What follows belongs to an exercise in optimizing a design on an open flow for small area; a production flow would make more cautious choices. The RTL was checked by simulation tests, not by an equivalence proof against the original design. The flow treats the clock pin as an ideal source, which a real chip does not have. No activity file was given, so power comes from the tool's default toggle rates.

==> flow/design.v <==
module sdram_controller (
    wr_addr,
    wr_data,
    wr_enable,
    rd_addr,
    rd_data,
    rd_ready,
    rd_enable,
    busy, rst_n, clk,
    addr, bank_addr, data_in, data_out, data_oe, clock_enable, cs_n, ras_n, cas_n, we_n,
    data_mask_low, data_mask_high
);
input  [23:0] wr_addr;
input  [15:0] wr_data;
input         wr_enable;
input  [23:0] rd_addr;
output [15:0] rd_data;
input         rd_enable;
output        rd_ready;
output        busy;
input         rst_n;
input         clk;
output [12:0] addr;
output [1:0]  bank_addr;
input  [15:0] data_in;
output [15:0] data_out;
output        data_oe;
output        clock_enable;
output        cs_n;
output        ras_n;
output        cas_n;
output        we_n;
output        data_mask_low;
output        data_mask_high;
localparam [9:0] S0  = 10'd363;    
localparam [9:0] SM11 = 10'd291;   
reg [12:0] row_r;      
reg [8:0]  col_n;      
reg [1:0]  bank_n;     
wire [8:0] col_r  = ~col_n;
wire [1:0] bank_r = ~bank_n;
reg [15:0] wr_data_r;
reg [15:0] rd_data_r;
reg [9:0]  rcnt;
reg        ref_due;    
reg        seq;        
reg        acc;        
reg        rd;         
reg [2:0]  phase;
wire ph_in  = phase[2] ? (~phase[1] & phase[0]) : (phase[1] | ~phase[0]);
wire post   = acc & phase[2] & ~phase[0] & (~phase[1] | ~rd);    
wire act    = acc & (phase == 3'b000);
wire cas    = acc & (phase == 3'b101);
wire dec    = (~seq & ~acc) | post;             
wire [9:0] rcnt_next = {rcnt[8:0], rcnt[9] ^ rcnt[2]};
wire at518  = ~rcnt[8] & ~rcnt[7] & ~rcnt[4] & ~rcnt[3] & ~rcnt[1] & ~rcnt[0];
wire s_pall = seq & ~rcnt[4] & ~rcnt[3] & ~rcnt[2];                  
wire s_ref  = seq & ((~rcnt[6] & ~rcnt[5] & ~rcnt[4]) |
                     (~rcnt[9] & rcnt[7] & rcnt[4] & ~rcnt[2]));    
wire s_mrs  = seq & ~rcnt[4] & ~rcnt[2] & ~rcnt[1];                  
wire s_end  = ~rcnt[6] & rcnt[5] & ~rcnt[3] & rcnt[2];               
wire ld_rd = rd_enable;
wire ld_wr = ~rd_enable & wr_enable;
wire hold  = ~rd_enable & ~wr_enable;
always @(posedge clk) begin
  {bank_n, col_n} <= ~(({11{ld_rd}} & {rd_addr[23:22], rd_addr[8:0]}) |
                     ({11{ld_wr}} & {wr_addr[23:22], wr_addr[8:0]}) |
                     ({11{hold}}  & {bank_r, col_r}));
  row_r <= rd_enable ? rd_addr[21:9] : wr_addr[21:9];
  if (wr_enable)
    wr_data_r <= wr_data;
  rd_data_r <= data_in;
  phase <= dec ? 3'b000 : {phase[1:0], ph_in};
  if (dec)
    rd <= rd_enable;
  if (~rst_n) begin
    seq     <= 1'b1;
    acc     <= 1'b0;
    ref_due <= 1'b0;
    rcnt    <= S0;
  end else if (dec & ref_due) begin
    seq     <= 1'b1;
    acc     <= 1'b0;
    ref_due <= 1'b0;
    rcnt    <= SM11;
  end else begin
    if (dec)
      acc <= rd_enable | wr_enable;
    if (s_end)
      seq <= 1'b0;
    if (at518)
      ref_due <= 1'b1;
    rcnt <= rcnt_next;
  end
end
assign clock_enable = 1'b1;
assign cs_n  = 1'b0;
assign ras_n = ~(act | s_pall | s_ref | s_mrs);
assign cas_n = ~(cas | s_ref | s_mrs);
assign we_n  = ~((cas & ~rd) | s_pall | s_mrs);
assign data_oe  = cas & ~rd;
assign data_out = wr_data_r;
assign data_mask_low  = ~acc | post;
assign data_mask_high = ~acc | post;
assign busy     = acc & (phase != 3'd0);
assign rd_ready = post & rd;
assign rd_data  = rd_data_r;
assign bank_addr = bank_r & {2{acc}};
assign addr[12:11] = row_r[12:11] & {2{acc}};
assign addr[10]    = acc ? (row_r[10] | ~act) : rcnt[1];   
assign addr[9]     = row_r[9] | ~acc;
assign addr[8:0]   = acc ? (act ? row_r[8:0] : col_r) : 9'h030;
endmodule
==> flow/config.mk <==
export PLATFORM = sky130hd
export DESIGN_NAME = sdram_controller
export DESIGN_NICKNAME = sdram_controller
export VERILOG_FILES = /design/flow/design.v
export SDC_FILE = /design/flow/constraint.sdc
export NUM_CORES = 4
export LEC_CHECK = 0
export CAP_MARGIN = 20
export CORE_MARGIN = 2
export CORE_UTILIZATION = 40
export PLACE_DENSITY = 0.6
export SLEW_MARGIN = 20
==> flow/constraint.sdc <==
create_clock -name core_clock -period 7.5 [get_ports {clk}]
set_input_delay 1.5000 -clock core_clock [delete_from_list [all_inputs] [get_ports {clk}]]
set_output_delay 1.5000 -clock core_clock [all_outputs]
set_load 0.01 [all_outputs]
standard.sh (not shown) runs the stock make flow with config.mk's settings and CLKGATE_MAP_FILE= SYNTH_SCRIPT=/design/flow/synth_recipe.tcl, a recipe that flattens the netlist after the stock synthesis.
==> flow/flow/run.sh <==
#!/bin/bash
# The standard ORFS layout with three changes to how it is made:
#  - synthesis maps logic with an area-oriented ABC script (abc_area_map.script)
#    in place of ORFS's delay-oriented one; everything else in synthesis,
#    including the flip-flops and their names, is the standard synthesis;
#  - each port is buffered by the smallest buffer (buf_1);
#  - the clock tree uses clkbuf_4 and no dummy loads; after it is built,
#    post_cts.tcl upsizes the clock buffers whose output slew is high.
set -euo pipefail
rm -rf scripts_area
cp -r "$FLOW_HOME/scripts" scripts_area
cp flow/abc_area_map.script scripts_area/abc_speed.script
export SCRIPTS_DIR="$PWD/scripts_area"
export BUFFER_PORTS_ARGS="-buffer_cell sky130_fd_sc_hd__buf_1"
export POST_CTS_TCL="$PWD/flow/post_cts.tcl"
export CTS_ARGS="-sink_clustering_enable -repair_clock_nets -dont_use_dummy_load -buf_list sky130_fd_sc_hd__clkbuf_4"
bash standard.sh finish > flow_make.log 2>&1
==> flow/flow/abc_area_map.script <==
strash
dch
amap
topo
==> flow/flow/post_cts.tcl <==
estimate_parasitics -placement
set upsized 0
foreach inst [get_cells clkbuf_*] {
  set out [get_pins -of_objects $inst -filter "direction==output"]
  if {[get_property $out slew_max] > 0.11} {
    replace_cell $inst sky130_fd_sc_hd__clkbuf_8
    incr upsized
  }
}
puts "post_cts: upsized $upsized clock buffers"
if {$upsized > 0} {
  detailed_placement
  estimate_parasitics -placement
}
The baseline produced a clean layout.
Then changed:
--- a/flow/design.v
+++ b/flow/design.v
@@ -33,26 +33,30 @@
 output        data_mask_low;
 output        data_mask_high;
 localparam [9:0] S0  = 10'd363;    
 localparam [9:0] SM11 = 10'd291;   
-reg [12:0] row_r;      
+reg [12:0] row_n;      
+wire [12:0] row_r = ~row_n;
 reg [8:0]  col_n;      
 reg [1:0]  bank_n;     
 wire [8:0] col_r  = ~col_n;
 wire [1:0] bank_r = ~bank_n;
-reg [15:0] wr_data_r;
-reg [15:0] rd_data_r;
-reg [9:0]  rcnt;
+reg [15:0] dq_n;       
+wire [15:0] dq = ~dq_n;
+reg [9:0]  rcnt_q;     
+localparam [9:0] RMASK = 10'b1010101010;
+wire [9:0] rcnt = rcnt_q ^ RMASK;
 reg        ref_due;    
-reg        seq;        
-reg        acc;        
-reg        rd;         
+reg [1:0]  mode;
+wire       acc = mode[1];               
+wire       rd  = mode[0];               
+wire       seq = ~mode[1] & mode[0];    
 reg [2:0]  phase;
 wire ph_in  = phase[2] ? (~phase[1] & phase[0]) : (phase[1] | ~phase[0]);
 wire post   = acc & phase[2] & ~phase[0] & (~phase[1] | ~rd);    
 wire act    = acc & (phase == 3'b000);
 wire cas    = acc & (phase == 3'b101);
-wire dec    = (~seq & ~acc) | post;             
+wire dec    = (mode == 2'b00) | post;          
 wire [9:0] rcnt_next = {rcnt[8:0], rcnt[9] ^ rcnt[2]};
 wire at518  = ~rcnt[8] & ~rcnt[7] & ~rcnt[4] & ~rcnt[3] & ~rcnt[1] & ~rcnt[0];
 wire s_pall = seq & ~rcnt[4] & ~rcnt[3] & ~rcnt[2];                  
 wire s_ref  = seq & ((~rcnt[6] & ~rcnt[5] & ~rcnt[4]) |
@@ -61,51 +65,50 @@
 wire s_end  = ~rcnt[6] & rcnt[5] & ~rcnt[3] & rcnt[2];               
 wire ld_rd = rd_enable;
 wire ld_wr = ~rd_enable & wr_enable;
 wire hold  = ~rd_enable & ~wr_enable;
+wire dq_cap  = rd & ~dec;
+wire dq_wr   = ~dq_cap & wr_enable;
+wire dq_hold = ~dq_cap & ~wr_enable;
 always @(posedge clk) begin
   {bank_n, col_n} <= ~(({11{ld_rd}} & {rd_addr[23:22], rd_addr[8:0]}) |
                      ({11{ld_wr}} & {wr_addr[23:22], wr_addr[8:0]}) |
                      ({11{hold}}  & {bank_r, col_r}));
-  row_r <= rd_enable ? rd_addr[21:9] : wr_addr[21:9];
-  if (wr_enable)
-    wr_data_r <= wr_data;
-  rd_data_r <= data_in;
+  row_n <= ~(rd_enable ? rd_addr[21:9] : wr_addr[21:9]);
+  dq_n <= ~(({16{dq_cap}} & data_in) |
+            ({16{dq_wr}}  & wr_data) |
+            ({16{dq_hold}} & dq));
   phase <= dec ? 3'b000 : {phase[1:0], ph_in};
-  if (dec)
-    rd <= rd_enable;
   if (~rst_n) begin
-    seq     <= 1'b1;
-    acc     <= 1'b0;
+    mode    <= 2'b01;
     ref_due <= 1'b0;
-    rcnt    <= S0;
+    rcnt_q  <= S0 ^ RMASK;
   end else if (dec & ref_due) begin
-    seq     <= 1'b1;
-    acc     <= 1'b0;
+    mode    <= 2'b01;
     ref_due <= 1'b0;
-    rcnt    <= SM11;
+    rcnt_q  <= SM11 ^ RMASK;
   end else begin
     if (dec)
-      acc <= rd_enable | wr_enable;
-    if (s_end)
-      seq <= 1'b0;
+      mode <= {rd_enable | wr_enable, rd_enable};
+    else if (seq & s_end)
+      mode <= 2'b00;
     if (at518)
       ref_due <= 1'b1;
-    rcnt <= rcnt_next;
+    rcnt_q <= rcnt_next ^ RMASK;
   end
 end
 assign clock_enable = 1'b1;
 assign cs_n  = 1'b0;
 assign ras_n = ~(act | s_pall | s_ref | s_mrs);
 assign cas_n = ~(cas | s_ref | s_mrs);
 assign we_n  = ~((cas & ~rd) | s_pall | s_mrs);
 assign data_oe  = cas & ~rd;
-assign data_out = wr_data_r;
+assign data_out = dq;
 assign data_mask_low  = ~acc | post;
 assign data_mask_high = ~acc | post;
 assign busy     = acc & (phase != 3'd0);
 assign rd_ready = post & rd;
-assign rd_data  = rd_data_r;
+assign rd_data  = dq;
 assign bank_addr = bank_r & {2{acc}};
 assign addr[12:11] = row_r[12:11] & {2{acc}};
 assign addr[10]    = acc ? (row_r[10] | ~act) : rcnt[1];   
 assign addr[9]     = row_r[9] | ~acc;
=> Via count rises by 11%; final cell count rises by 2.2%; global-route usage went up by 1.4 points; combinational power rises to 4.9 times its value; critical path depth does not change; synthesized cell count rose by 14%; setup slack loses 0.10 ns; final area fell by 11%.

==> static timing again, ports no longer ideal <==
The flow's constraints put no driver on any port. The routed layouts listed below were extracted and timed again, unchanged, in two steps.
Step 1 sets driving cells, clkbuf_16 on the clock port and buf_2 on the other inputs (assumed; they add their load-dependent delay and slew).
Step 2 moves the port delays by t, midway between the first and last clock arrival at a register: inputs arrive t later, outputs are due t later. That takes back most of the time a late clock gives input paths.
Slacks: ideal ports / drivers / drivers and shift; pairs: ideal ports / drivers.
| run | shift t [ns] | setup slack, ns | hold slack, ns | clock arrival spread, ns | worst register clock-pin slew, ns |
|---|---|---|---|---|---|
| the first run | 0.351 | 4.021 / 3.990 / 4.300 | 0.460 / 0.460 / 0.460 | 0.031 / 0.032 | 0.11 / 0.11 |
| the second run | 0.358 | 3.921 / 3.896 / 4.255 | 0.399 / 0.399 / 0.399 | 0.013 / 0.013 | 0.09 / 0.09 |
After both steps every run listed still meets setup and hold.
